What follows belongs to an exercise in optimizing a design on an open flow for small area; a production flow would make more cautious choices. Function was checked by simulation only, so behaviour that the tests miss may differ from the original. Power and IR drop assume default switching activity.

$ cat design/flow/config.mk
export PLATFORM = sky130hd
export DESIGN_NAME = LR5_TOP
export DESIGN_NICKNAME = LR5_TOP
export VERILOG_FILES = /design/flow/design.v
export SDC_FILE = /design/flow/constraint.sdc
export NUM_CORES = 4
export LEC_CHECK = 0
export CAP_MARGIN = 20
export CORE_MARGIN = 2
export CORE_UTILIZATION = 40
export SLEW_MARGIN = 20
$ cat design/flow/constraint.sdc
create_clock -name core_clock -period 10.0 [get_ports {CLK_100}]
set_input_delay 2.0000 -clock core_clock [delete_from_list [all_inputs] [get_ports {CLK_100}]]
set_output_delay 2.0000 -clock core_clock [all_outputs]
set_load 0.01 [all_outputs]
$ cat design/flow/design.v
`timescale 1ns / 1ps
module DECODER(
	input[2:0] ADDR,
	output[0:7] SELECT
    );
reg[0:7] DEC;
assign SELECT = ~DEC;
always@* begin
 case(ADDR)
	3'd0: DEC=8'b10000000;
   3'd1: DEC=8'b01000000;
   3'd2: DEC=8'b00100000;
   3'd3: DEC=8'b00010000;
   3'd4: DEC=8'b00001000;
   3'd5: DEC=8'b00000100;
   3'd6: DEC=8'b00000010;
   default: DEC=8'b00000001;
 endcase
end
endmodule
`timescale 1ns / 1ps
module COL_COUNTER(
	input CLK, RST,
	output reg [2:0] Q
    );
always @ (posedge CLK, posedge RST) begin
	if(RST) Q <= 3'd0;
	else Q <= Q + 3'd1;
end
endmodule
`timescale 1ns / 1ps
module LR5_MATRIX_DISP(
	input CLK, RST,
	input [63:0] SEQ,
	output [0:7] ROW,
	output [0:7] COL
    );
wire [2:0] C;
COL_COUNTER COL_CNT(.CLK(CLK), .RST(RST), .Q(C));
DECODER COL_DEC(.ADDR(C), .SELECT(COL));
genvar r;
generate
	for (r = 0; r < 8; r = r + 1) begin : row_gen
		wire [7:0] BYTE = SEQ[63-8*r -: 8];
		assign ROW[r] = BYTE[3'd7 - C];
	end
endgenerate
endmodule
`timescale 1ns / 1ps
module PWM_FSM (
	input CLK,
	input RST,
	input LD,
	input [3:0] NK,
	input [3:0] PWM_IN,
	output reg PWM_P
 );
 reg [3:0] PWM_REG;
 always @(posedge CLK) if (LD) PWM_REG <= PWM_IN;
 wire g0 = PWM_REG[0] & NK[0];
 wire g1 = (PWM_REG[1] & NK[1]) | (g0 & (PWM_REG[1] | NK[1]));
 wire g2 = (PWM_REG[2] & NK[2]) | (g1 & (PWM_REG[2] | NK[2]));
 wire g3 = (PWM_REG[3] & NK[3]) | (g2 & (PWM_REG[3] | NK[3]));
 always @(posedge CLK, posedge RST)
	if (RST) PWM_P <= 1'b0;
	else PWM_P <= g3;
endmodule
`timescale 1ns / 1ps
module SHIFT_REG(
	input clk, shift_l, shift_r, rst,
	output reg[63:0] shift
    );
always@(posedge clk, posedge rst)begin
	if(rst) shift<={{4'hD},{4'h4},{4'h7},{4'hA},{4'h8},{4'hB},{4'h8},{4'hD},{4'h3},{4'h5},{4'h2},
		{4'hF},{4'hB},{4'hC},{4'h7},{4'h0}};
	else if(shift_l) shift<=shift<<<4;
	else if(shift_r) shift<=shift>>>4;
end
endmodule
`timescale 1ns / 1ps
module LR5_TOP(
	input CLK_100,
	input BTN_0,BTN_1,BTN_2,BTN_3,
	output[0:7] ROW, 
	output[0:7] COL_B,
	output[0:15] LED
    );
wire RST = BTN_0;
wire RE = BTN_1;
wire LEFT = BTN_2;
wire RIGHT = BTN_3;
wire [63:0] SHIFT;
SHIFT_REG SH_REG(.clk(CLK_100), .shift_l(LEFT), .shift_r(RIGHT), .rst(RST), .shift(SHIFT));
reg [3:0] ST;
reg FRESH;
always @(posedge CLK_100, posedge RST) begin
	if (RST) begin
		ST <= 4'd0;
		FRESH <= 1'b1;
	end else begin
		if (ST == 4'd14) FRESH <= 1'b0;
		if (RE) ST <= 4'd0;
		else if (ST == 4'd0) ST <= 4'd14;
		else if (ST == 4'd15) ST <= 4'd1;
		else ST <= ST + 4'd1;
	end
end
wire LD = (ST == 4'd14);
wire BLOCK = RE | (ST == 4'd0) | (LD & FRESH);
wire [3:0] NK = BLOCK ? 4'd0 : (ST == 4'd15) ? 4'hF : ~ST;
genvar i;
generate
	for(i=0; i<16; i=i+1)begin : pwm_gen
		PWM_FSM PWM(.CLK(CLK_100), .RST(RST), .LD(LD), .NK(NK),
			.PWM_IN(SHIFT[4*i+:4]), .PWM_P(LED[i]));
	end
endgenerate
LR5_MATRIX_DISP MATRIX(.CLK(CLK_100), .RST(RST), .SEQ(SHIFT), .ROW(ROW), .COL(COL_B));
endmodule
$ cat design/flow/run.sh
#!/bin/bash
# synth_recipe.tcl (not shown) runs the flow's synth.tcl, then flattens the netlist and writes it again
# the make line also repeats each setting of config.mk as NAME=value (left out here)
make -C /OpenROAD-flow-scripts/flow DESIGN_CONFIG=/design/flow/config.mk WORK_HOME=/design/flow/orfs CLKGATE_MAP_FILE= SYNTH_SCRIPT=/design/flow/synth_recipe.tcl finish
==> impl_results.md, run 1 <==
* Largest cells by area after synthesis: edfxtp_1 26%, dfrtp_1 18%, dfstp_2 12%
* 1st-iter DRT viols at 384
* Overall routed net length at 17300 um
* DP HPWL at 10500 um
* Cell variety after synth at 48
* Cts hold-fix bufs at 0
* Tot Pwr at 1.70 mW
* Tcrit/Tclk final at 48.9%
* Sequential Area at 0.00417 sq mm
* RD Place Congestion at 0.779
* WHS at 498 ps
* Synth top cells by count: 91 x nand2_1, 77 x o21ai_0, 64 x edfxtp_1
* Die span in x at 141 um
* Setup tns final at 0 ps
* Post-route cell area at 0.00849 sq mm
* Smallest setup slack after layout at 5110 ps
* Setup violators final at 0
* Post-synth top area share at 25.6%
* Reg clk slew, reported paths at 60 ps
* Crit path capture: COL_B[3]
* CTS tree: built
* Synth warn at 5
* Post-route insts no fill at 875
* DR pass1 iterations at 7
* Placed cells at 843
* Final core occ at 45.9%
* Pre-CTS WS at 5320 ps
* Met2 usage at 29.1%
* Area delta synth->final at 13.3%
* Main synth FF type: edfxtp_1
* Sequential area share after synthesis at 55.6%
* Hold Crit Class: flop to flop
* Worst-path fanout max at 19
* Wire length of the first global-routing pass at 28100 um
* Reg2reg end: pwm_gen[13].PWM.PWM_P$_DFF_PP0_
* Largest net degree at the start of global routing at 125
* Crit path max-delay family: flip-flops
* DIE HEIGHT at 141 um
* Initial Util at 40.5%
* CTS Root Cell: clkbuf_16
* Ant diodes at 0
* Crit end category: output port
* Tot GR Track Use at 18.3%
* Status: complete, no violations
* Fin. Hold Viols at 0
* Vias/cell at 5.73
* Pwr/cell area at 201 mW/mm^2
* WP buf/inv at 2
* Worst-path cell chain: inv_1 > ha_1 > a2111o_1 > nand2_1 > clkdlybuf4s50_1
* RSZ-0062 raised after global routing: false
* Depth of the most critical reg-to-reg path at 8
* Vias at 5014
* Total gr overflow at 0
* Mapped cell area at 0.00749 sq mm
* Initial antenna violation count at 0
* Die area at 0.0198 sq mm
* Crit path from: MATRIX.COL_CNT.Q[1]$_DFF_PP0_
* Filler Cell Count at 1662
* I/O Buffers at 36
* Slew @ Worst Pin at 1110 ps
* Largest incremental delay on the critical path at 980 ps
* Slew headroom at 26.2%
* FF+latch count, synth at 152
* Io pins at 37
* Max cap viols at 0
* Number of global-route vias before repair at 5187
* Slew Limit Fails at 0
* Critical path depth in cells at 5
* Internal reg-to-reg setup slack at 6420 ps
* EDFF count, synth at 64
* Drt drc at 0
* Post-CTS Setup Bufs at 0
* Worst endpoint data arrival time at 2890 ps
* F_max at 204 MHz
* CP required at 8000 ps
* H-tree levels at 4
* Area of the multi-input gates at 0.00290 sq mm
* Area of the core at 0.0185 sq mm
* Clock Skew at 6.53 ps
* Detail Route Antenna Nets at 0
* Met3 Usage GRT at 3.29%
* Dpl cell area at 0.00785 sq mm
* Nets at 641
* FP Rows at 50
* Critical Path Slowest Stage Cell: dfrtp_1
* Syn_nets at 636
* LEAKAGE at 3.37 nW
* Fraction of registers with async set/reset at 57.9%
* Max IR drop VDD at 126 uV
* Post-Syn Instances at 623
* Worst setup SP type: flop
* Cell with the most instances after synthesis: nand2_1
* Met1 Resource Use GR at 24.6%
* Sink Count at 152
* Gr busiest metal: met2
* RR Startpoint: ST[1]$_DFF_PP0_
* Layout cells sized above 1 at 19.3%
* Clock Tree Buf Depth at 2
* Routed wire per std cell at 19.7 um
* Num CTS Buffers at 17
* Syn Area/Cell at 12.0 sq um
* Tmin final at 4890 ps
* Kind of critical path: flop to output port
* Hold Startpoint: FRESH$_DFFE_PP1N_
* Worst-Skew Late Latency at 430 ps
* Cell accounting for the most synthesized area: edfxtp_1
* Post-CTS Resized at 0
cells by family (layout without fill, tap and decap cells):
logic type,Yosys count,after routing,synth area share [%]
DFF,152,152,55.6
and+or+nand+nor,149,149,9.10
AOI/OAI and AO/OA,142,142,13.0
buffers and inverters,80,98,5.81
muxes,76,76,12.8
adders and majority gates,24,24,3.64
worst min path at each step:
stage | to | cells after the start
final | FRESH$_DFFE_PP1N_ | 1
after global routing | FRESH$_DFFE_PP1N_ | 1
after CTS | FRESH$_DFFE_PP1N_ | 1
after detailed placement | pwm_gen[9].PWM.PWM_P$_DFF_PP0_ | 1
after global placement | pwm_gen[7].PWM.PWM_P$_DFF_PP0_ | 1
after floorplan | pwm_gen[0].PWM.PWM_REG[1]$_DFFE_PN_ | 0
routing by layer:
layer | share of wire, % | vias up
met2 | 49 | 140
met3 | 4.2 | 29
met4 | 2.3 | 0
li1 | - | 2283
met1 | 44 | 2562
met5 | 0 | -
placed cells by master (no fill, tap or decap), drive strengths merged, types with 2 or more instances in the layout:
cell type       n
and3           17
o211ai         16
inv            25
nand3          16
o31ai           2
clkdlybuf4s50  34
clkbuf         24
buf             6
maj3           16
nand2          91
ha              8
nor2           12
a32oi          32
or2             3
dfstp          35
mux2i          60
clkinv          5
mux4           16
bufinv          4
dfrtp          53
nand2b          4
o21ai          79
a21oi           7
edfxtp         64
final cells by class:
cell class	count	share of cell area (%)
inverters	26	1.16
flip-flops and latches	152	49.1
clock inverters	8	1.65
well taps	234	3.45
repair buffers	40	4.54
clock buffers	24	5.92
multi-input cells	391	34.2
flip-flops by register name, summed over array words and instances (netlist names):
signal               cells
FRESH                    1
pwm_gen.PWM.PWM_P       16
MATRIX.COL_CNT.Q         3
pwm_gen.PWM.PWM_REG     64
SH_REG.shift            64
ST                       4
where the power goes:
group | internal, mW | leakage [nW] | switching, mW | total [mW]
Sequential | 0.673 | 1.79 | 0.0387 | 0.712
Combinational | 0.0901 | 1.27 | 0.202 | 0.292
Clock | 0.451 | 0.319 | 0.248 | 0.699
==> run 2, diff against run 1 <==
--- a/design/flow/config.mk
+++ b/design/flow/config.mk
@@ -6,6 +6,8 @@
 export NUM_CORES = 4
 export LEC_CHECK = 0
+export ABC_AREA = 1
 export CAP_MARGIN = 20
 export CORE_MARGIN = 2
 export CORE_UTILIZATION = 40
+export CTS_BUF_LIST = sky130_fd_sc_hd__clkbuf_1 sky130_fd_sc_hd__clkbuf_2 sky130_fd_sc_hd__clkbuf_4 sky130_fd_sc_hd__clkbuf_8
 export SLEW_MARGIN = 20
==> run 2 against run 1 <==
Effect of this change: still clean on timing, DRC and antenna; worst hold slack got worse by 43 ps; clock power decreased by 31%; fmax decreased by 8.2%; combinational power increased by 52%; sequential cell count unchanged; register-to-register slack improved by 800 ps; highest routed layer unchanged.
==> impl_results.md, run 2 <==
* Status: complete, no violations
* Tmin final at 5330 ps (+439 ps)
* LEAKAGE at 3.23 nW (-4.4%)
* F_max at 188 MHz (-8.2%)
* Fin. Hold Viols at 0 (unchanged)
* Total gr overflow at 0 (unchanged)
* DIE HEIGHT at 138 um (-2.0%)
* Ant diodes at 0 (unchanged)
* Slew headroom at 47.7% (+22 points)
* Drt drc at 0 (unchanged)
* Kind of critical path: flop to output port
* Reg clk slew, reported paths at 80 ps (+20 ps)
* Critical Path Slowest Stage Cell: dfrtp_1
* Crit end category: output port
* Setup tns final at 0 ps (unchanged)
* Clock Skew at 8.98 ps (+2.46 ps)
* Filler Cell Count at 1682 (+1.2%)
* Tot Pwr at 1.76 mW (+3.1%)
* Wire length of the first global-routing pass at 29300 um (+4.3%)
* CTS tree: built
* FF+latch count, synth at 152 (unchanged)
* Max IR drop VDD at 95.7 uV (-24%)
* Die area at 0.0191 sq mm (-3.9%)
* Largest cells by area after synthesis: edfxtp_1 27%, dfrtp_1 18%, dfstp_2 13%
* Setup violators final at 0 (unchanged)
* Worst-path fanout max at 19 (unchanged)
* Cts hold-fix bufs at 0 (unchanged)
* Crit path max-delay family: buffers and inverters
* RSZ-0062 raised after global routing: false
* DP HPWL at 12100 um (+15%)
* Slew Limit Fails at 0 (unchanged)
* Max cap viols at 0 (unchanged)
* Initial antenna violation count at 0 (unchanged)
* Area delta synth->final at 11.1%
* Largest net degree at the start of global routing at 65 (-48%)
* Detail Route Antenna Nets at 0 (unchanged)
* Nets at 761 (+19%)
* Largest incremental delay on the critical path at 750 ps (-230 ps)
* Vias at 5565 (+11%)
* 1st-iter DRT viols at 619 (+61%)
* RD Place Congestion at 0.918 (+18%)
* Cell with the most instances after synthesis: inv_1
* Synth top cells by count: 113 x inv_1, 110 x nand2_1, 67 x o21ai_0
* Cell variety after synth at 29 (-40%)
* CP required at 8000 ps (about the same)
* Placed cells at 958 (+14%)
* Worst endpoint data arrival time at 3330 ps (+440 ps)
* Post-route insts no fill at 990 (+13%)
* Final core occ at 44.9% (-0.92 points)
* Tcrit/Tclk final at 53.3% (+4.4 points)
* Tot GR Track Use at 19.4% (+1.1 points)
* I/O Buffers at 36 (unchanged)
* Die span in x at 138 um (-2.0%)
* Area of the core at 0.0178 sq mm (-4.0%)
* Commonest non-fill, non-tap cell in the layout: inv_1
* Syn Area/Cell at 9.60 sq um (-20%)
* Overall routed net length at 18300 um (+6.0%)
* Commonest cells after routing, fill and taps aside: 111 x inv_1, 110 x nand2_1, 67 x o21ai_0
* Synth warn at 5 (unchanged)
* Worst-path cell chain: clkinv_1 > ha_1 > a2111o_1 > nand2_1 > clkdlybuf4s50_1
* Post-CTS Resized at 0 (unchanged)
* Fraction of registers with async set/reset at 57.9% (unchanged)
* Slew @ Worst Pin at 784 ps (-323 ps)
* Io pins at 37 (unchanged)
* WHS at 455 ps (-43.1 ps)
* FP Rows at 49 (-2.0%)
* Post-Syn Instances at 749 (+20%)
* Internal reg-to-reg setup slack at 7220 ps (+800 ps)
* Initial Util at 40.4% (about the same)
* Regs by FF count: SH_REG.shift x64, pwm_gen.PWM.PWM_REG x64, pwm_gen.PWM.PWM_P x16
* Pwr/cell area at 220 mW/mm^2 (+9.6%)
* Worst setup SP type: flop
* Vias/cell at 5.62 (-1.9%)
* Mapped cell area at 0.00719 sq mm (-4.1%)
* Clock Tree Buf Depth at 2 (unchanged)
* Number of global-route vias before repair at 5170 (-0.33%)
* DR pass1 iterations at 7 (unchanged)
* Main synth FF type: edfxtp_1
* EDFF count, synth at 64 (unchanged)
* Cell accounting for the most synthesized area: edfxtp_1
* Sequential area share after synthesis at 58.0% (+2.4 points)
* Num CTS Buffers at 17 (unchanged)
* H-tree levels at 4 (unchanged)
* Worst-Skew Late Latency at 460 ps (+30 ps)
* CTS Root Cell: clkbuf_8
* Post-synth top area share at 26.7% (+1.1 points)
* Sink Count at 152 (unchanged)
* Hold Crit Class: flop to flop
* Post-CTS Setup Bufs at 0 (unchanged)
* WP buf/inv at 2 (unchanged)
* Routed wire per std cell at 18.5 um (-6.3%)
* Layout cells sized above 1 at 10.9% (-8.4 points)
* Syn_nets at 762 (+20%)
[run 2: cell count changes after synthesis, moves of 11 or more]
cell and delta:
o211ai_1 -16, nand2_1 +19, o221ai_1 +38, a21oi_1 +50, a22oi_1 +14, a32oi_1 -32, nand4_1 +49, mux2i_1 -60
and3_2 -11, nor2_1 +16, inv_1 +88, mux4_2 -16
[run 2: final timing paths]
path                                                     from                               to  cells past startpoint
min in group asynchronous                               BTN_0     SH_REG.shift[20]$_DFFE_PP0P_                      2
worst min register to register              FRESH$_DFFE_PP1N_                FRESH$_DFFE_PP1N_                      2
worst min-delay path                        FRESH$_DFFE_PP1N_                FRESH$_DFFE_PP1N_                      2
worst max register to register                ST[1]$_DFF_PP0_   pwm_gen[0].PWM.PWM_P$_DFF_PP0_                      8
max in group asynchronous                               BTN_0  pwm_gen[13].PWM.PWM_P$_DFF_PP0_                      3
worst max-delay path            MATRIX.COL_CNT.Q[1]$_DFF_PP0_                         COL_B[3]                      5
[run 2: final cells by class]
| cell class | instances | area [sq um] | area share, % |
|---|---|---|---|
| clock buffer | 19 | 251 | 3.15 |
| clock inverter | 13 | 154 | 1.93 |
| inverter | 117 | 440 | 5.51 |
| multi-input combinational | 415 | 2260 | 28.3 |
| sequential | 152 | 4170 | 52.2 |
| tap | 229 | 287 | 3.59 |
| timing repair buffer | 45 | 428 | 5.36 |
[run 2: through the flow]
step	setup WS [ps]	cell area [sq um]
after detailed placement	5070	7580
after global routing	4490	7990
after CTS	4660	7980
after floorplan	5780	7190
after global placement	5220	7580
final	4670	7990
[run 2: worst min-delay path, stage by stage, from the launching register on]
cell	delay, ps
dfstp_2	380
nand2_1	50
inv_1	30
[run 2: power breakdown]
group | switching, mW | total [mW] | internal (mW) | leakage, nW
clock network | 0.231 | 0.482 | 0.251 | 0.199
registers | 0.0713 | 0.830 | 0.758 | 1.65
logic | 0.284 | 0.445 | 0.161 | 1.38
[run 2: kinds of logic (layout without fill, tap and decap cells)]
kind of cell | Yosys count | after routing | synth area share [%]
AOI/OAI and AO/OA | 194 | 194 | 16.5
adders and majority gates | 8 | 8 | 1.39
buffers and inverters | 182 | 194 | 10.7
and+or+nand+nor | 213 | 213 | 13.4
DFF | 152 | 152 | 58.0
[run 2: per-layer routing]
layer / global-route usage [%] / wire [um] / up-vias / part of all wire [%]
met2: 28.6 / 8410 / 209 / 46
met3: 3.64 / 1080 / 29 / 5.9
met4: 7.41 / 293 / 0 / 1.6
met5: 0 / 0 / - / 0
met1: 28.7 / 8510 / 2738 / 47
li1: - / - / 2589 / -
==> run 3, diff against run 2 <==
==> design/flow/flow/run.sh (new file) <==
#!/bin/bash
# Standard ORFS layout (the standard.sh), with two changes:
#  - port buffers are the smallest buffer cell instead of the one buffer_ports picks;
#  - clock tree synthesis inserts no dummy loads and uses small clock buffers.
set -euo pipefail
bash standard.sh \
  "BUFFER_PORTS_ARGS=-buffer_cell sky130_fd_sc_hd__buf_1" \
  "CTS_ARGS=-sink_clustering_enable -repair_clock_nets -dont_use_dummy_load -buf_list {sky130_fd_sc_hd__clkbuf_1 sky130_fd_sc_hd__clkbuf_2 sky130_fd_sc_hd__clkbuf_4 sky130_fd_sc_hd__clkbuf_8}" \
  finish > standard_flow.log 2>&1
==> design/flow/standard.sh (new file) <==
#!/bin/bash
# synth_recipe.tcl (not shown) runs the flow's synth.tcl, then flattens the netlist and writes it again
# the make line also repeats each setting of config.mk as NAME=value (left out here)
make -C /OpenROAD-flow-scripts/flow DESIGN_CONFIG=/design/flow/config.mk WORK_HOME=/design/flow/orfs CLKGATE_MAP_FILE= SYNTH_SCRIPT=/design/flow/synth_recipe.tcl "${@:-finish}"
--- a/design/flow/config.mk
+++ b/design/flow/config.mk
@@ -10,4 +10,3 @@
 export CORE_MARGIN = 2
 export CORE_UTILIZATION = 40
-export CTS_BUF_LIST = sky130_fd_sc_hd__clkbuf_1 sky130_fd_sc_hd__clkbuf_2 sky130_fd_sc_hd__clkbuf_4 sky130_fd_sc_hd__clkbuf_8
 export SLEW_MARGIN = 20
removed: design/flow/run.sh
==> run 3 against run 2 <==
Effect of this change: final area fell by 5.0%; via count fell by 1.9%; critical path depth did not move; clock power fell by 28%; sequential share of layout area rose by 2.7 points; first-iteration DRC count fell by 10%; total power fell by 11%.
==> impl_results.md, run 3 <==
* Status: complete, no violations
* Worst setup SP type: flop
* Tcrit/Tclk final at 48.8% (-4.5 points)
* Reg clk slew, reported paths at 70 ps (about the same)
* Number of global-route vias before repair at 5251 (+1.6%)
* Io pins at 37 (unchanged)
* Cell accounting for the most synthesized area: edfxtp_1
* RSZ-0062 raised after global routing: false
* Pwr/cell area at 207 mW/mm^2 (-6.0%)
* Slew @ Worst Pin at 796 ps (+11.4 ps)
* Max cap viols at 0 (unchanged)
* Post-CTS Resized at 0 (unchanged)
* Syn Area/Cell at 9.60 sq um (unchanged)
* Post-route cell area at 0.00759 sq mm (-5.0%)
* DR pass1 iterations at 5 (-2)
* Worst endpoint data arrival time at 2880 ps (-450 ps)
* Layout cells sized above 1 at 9.38% (-1.5 points)
* Post-CTS Setup Bufs at 0 (unchanged)
* I/O Buffers at 36 (unchanged)
* FF+latch count, synth at 152 (unchanged)
* Vias/cell at 5.60 (-0.41%)
* Synth top cells by count: 113 x inv_1, 110 x nand2_1, 67 x o21ai_0
* Tmin final at 4880 ps (-452 ps)
* Filler Cell Count at 1746 (+3.8%)
* Placed cells at 958 (unchanged)
* Synth warn at 5 (unchanged)
* Commonest non-fill, non-tap cell in the layout: inv_1
* Worst-Skew Late Latency at 460 ps (about the same)
* Crit end category: output port
* Initial antenna violation count at 0 (unchanged)
* Critical Path Slowest Stage Cell: dfrtp_1
* EDFF count, synth at 64 (unchanged)
* Wire length of the first global-routing pass at 28700 um (-2.0%)
* RD Place Congestion at 0.916 (-0.26%)
* Num CTS Buffers at 17 (unchanged)
* CTS Root Cell: clkbuf_8
* Vias at 5458 (-1.9%)
* Syn_nets at 762 (unchanged)
* RR Startpoint: ST[1]$_DFF_PP0_
* F_max at 205 MHz (+9.3%)
* Main synth FF type: edfxtp_1
* DP HPWL at 11800 um (-2.3%)
* Largest incremental delay on the critical path at 730 ps (-20 ps)
* Cell variety after synth at 29 (unchanged)
* Hold Crit Class: flop to flop
* Overall routed net length at 17700 um (-3.3%)
* Initial Util at 40.4% (unchanged)
* Total gr overflow at 0 (unchanged)
* Commonest cells after routing, fill and taps aside: 111 x inv_1, 110 x nand2_1, 67 x o21ai_0
* Crit path from: MATRIX.COL_CNT.Q[1]$_DFF_PP0_
* Dpl cell area at 0.00735 sq mm (-3.0%)
* Ant diodes at 0 (unchanged)
* Drt drc at 0 (unchanged)
* CTS tree: built
* Slew headroom at 47.0% (-0.76 points)
* Area delta synth->final at 5.59%
* Slew Limit Fails at 0 (unchanged)
* Crit path capture: COL_B[3]
* Fraction of registers with async set/reset at 57.9% (unchanged)
* Kind of critical path: flop to output port
* H-tree levels at 4 (unchanged)
* Depth of the most critical reg-to-reg path at 8 (unchanged)
* Worst-path cell chain: clkinv_1 > ha_1 > a2111o_1 > nand2_1 > buf_1
* Die area at 0.0191 sq mm (unchanged)
* Worst-path fanout max at 19 (unchanged)
* Post-synth top area share at 26.7% (unchanged)
* CP required at 8000 ps (about the same)
* Largest cells by area after synthesis: edfxtp_1 27%, dfrtp_1 18%, dfstp_2 13%
* Internal reg-to-reg setup slack at 7300 ps (+80 ps)
* Routed wire per std cell at 18.1 um (-1.9%)
* Nets at 761 (unchanged)
* Clock Skew at 16.3 ps (+7.33 ps)
* FP Rows at 49 (unchanged)
* Largest net degree at the start of global routing at 65 (unchanged)
* Detail Route Antenna Nets at 0 (unchanged)
* Clock Tree Buf Depth at 2 (unchanged)
* Post-Syn Instances at 749 (unchanged)
* Reg2reg end: pwm_gen[14].PWM.PWM_P$_DFF_PP0_
* Sink Count at 152 (unchanged)
* DIE HEIGHT at 138 um (unchanged)
* 1st-iter DRT viols at 555 (-10%)
* Die span in x at 138 um (unchanged)
* LEAKAGE at 3.06 nW (-5.3%)
* Regs by FF count: SH_REG.shift x64, pwm_gen.PWM.PWM_REG x64, pwm_gen.PWM.PWM_P x16
* Area of the core at 0.0178 sq mm (unchanged)
* Mapped cell area at 0.00719 sq mm (unchanged)
* Sequential area share after synthesis at 58.0% (unchanged)
* Fin. Hold Viols at 0 (unchanged)
* Setup violators final at 0 (unchanged)
* Max IR drop VDD at 95.3 uV (-0.48%)
* Post-route insts no fill at 975 (-1.5%)
* Cts hold-fix bufs at 0 (unchanged)
* Cell with the most instances after synthesis: inv_1
* Setup tns final at 0 ps (unchanged)
* Tot GR Track Use at 18.9% (-0.55 points)
[run 3: cell counts after synthesis]
Identical to the previous run, type by type.
[run 3: worst max-delay path, delay by kind of cell, from the launching register on]
family	cells	cell delay [ps]
and+or+nand+nor	1	80
adders and majority gates	1	430
DFF	1	730
AOI/OAI and AO/OA	1	410
buffers and inverters	2	780
[run 3: worst min path at each step]
stage / from / end / slack, ps / cells after the start
final: FRESH$_DFFE_PP1N_ / FRESH$_DFFE_PP1N_ / 450 / 2
after detailed placement: FRESH$_DFFE_PP1N_ / FRESH$_DFFE_PP1N_ / 440 / 2
after CTS: FRESH$_DFFE_PP1N_ / FRESH$_DFFE_PP1N_ / 450 / 2
after global routing: SH_REG.shift[46]$_DFFE_PP0P_ / pwm_gen[11].PWM.PWM_REG[2]$_DFFE_PN_ / 470 / 0
after global placement: SH_REG.shift[46]$_DFFE_PP0P_ / pwm_gen[11].PWM.PWM_REG[2]$_DFFE_PN_ / 440 / 0
after floorplan: SH_REG.shift[2]$_DFFE_PP0P_ / pwm_gen[0].PWM.PWM_REG[2]$_DFFE_PN_ / 420 / 0
[run 3: where the power goes]
| group | switching, mW | internal, mW |
|---|---|---|
| registers | 0.0699 | 0.759 |
| logic | 0.277 | 0.118 |
| clock network | 0.195 | 0.150 |
[run 3: stage by stage]
| stage | total power, mW | worst slack, ps | utilization (%) | hold WS, ps |
|---|---|---|---|---|
| 3_5_place_dp | 1.24 | 5530 | 41.4 | 442 |
| 4_1_cts | 1.58 | 5090 | 42.7 | 452 |
| 6_report | 1.57 | 5120 | 42.7 | 451 |
| 2_1_floorplan | 1.15 | 5780 | - | 425 |
| 5_1_grt | 1.67 | 4870 | 42.7 | 468 |
| 3_3_place_gp | 1.22 | 5600 | 41.4 | 443 |
[run 3: layout make-up]
cell class                 instances  area, sq um  area share, %
clock buffer                      17          234           3.08
inverter                         117          440           5.80
sequential                       152         4170           54.9
timing repair buffer              45          203           2.67
multi-input combinational        415         2260           29.8
tap                              229          287           3.77
[run 3: cells by family (layout without fill, tap and decap cells)]
kind of cell	count (synthesis)	in the layout	share of synthesized area, %
AND/OR/NAND/NOR	213	213	13.4
AO/OA/AOI/OAI	194	194	16.5
adder cells (fa/ha/maj)	8	8	1.39
flip-flops	152	152	58.0
buffers and inverters	182	179	10.7
[run 3: layer usage]
layer	vias up	global-route usage [%]	share of wire, %
met5	-	0	0
met4	0	6.98	1.9
met3	29	3.74	5.8
met2	215	27.7	44
met1	2638	27.9	48
li1	2576	-	-

-- what the ideal ports hide --
The flow's constraints put no driver on any port. The routed layouts listed below were extracted and timed again, unchanged, in two steps.
Step 1 (the two cells are an assumption about what drives the block):
set clk [get_ports {CLK_100}]
set_driving_cell -lib_cell sky130_fd_sc_hd__clkbuf_16 $clk
set_driving_cell -lib_cell sky130_fd_sc_hd__buf_2 [delete_from_list [all_inputs] $clk]
Step 2 also shifts input and output timing later by t, the mid clock arrival at the registers, as if the neighbouring blocks saw the same clock.
a / b / c = ideal ports / drivers / drivers and shift; a / b = the first two.
run	t (ns)	setup slack, ns	worst data-port slew with drivers (ns)
run 1	0.466	5.107 / 5.064 / 5.224	0.03
run 2	0.497	4.668 / 4.629 / 5.126	0.03
run 3	0.485	5.121 / 5.086 / 5.571	0.03
After both steps setup and hold are still met in every run listed.
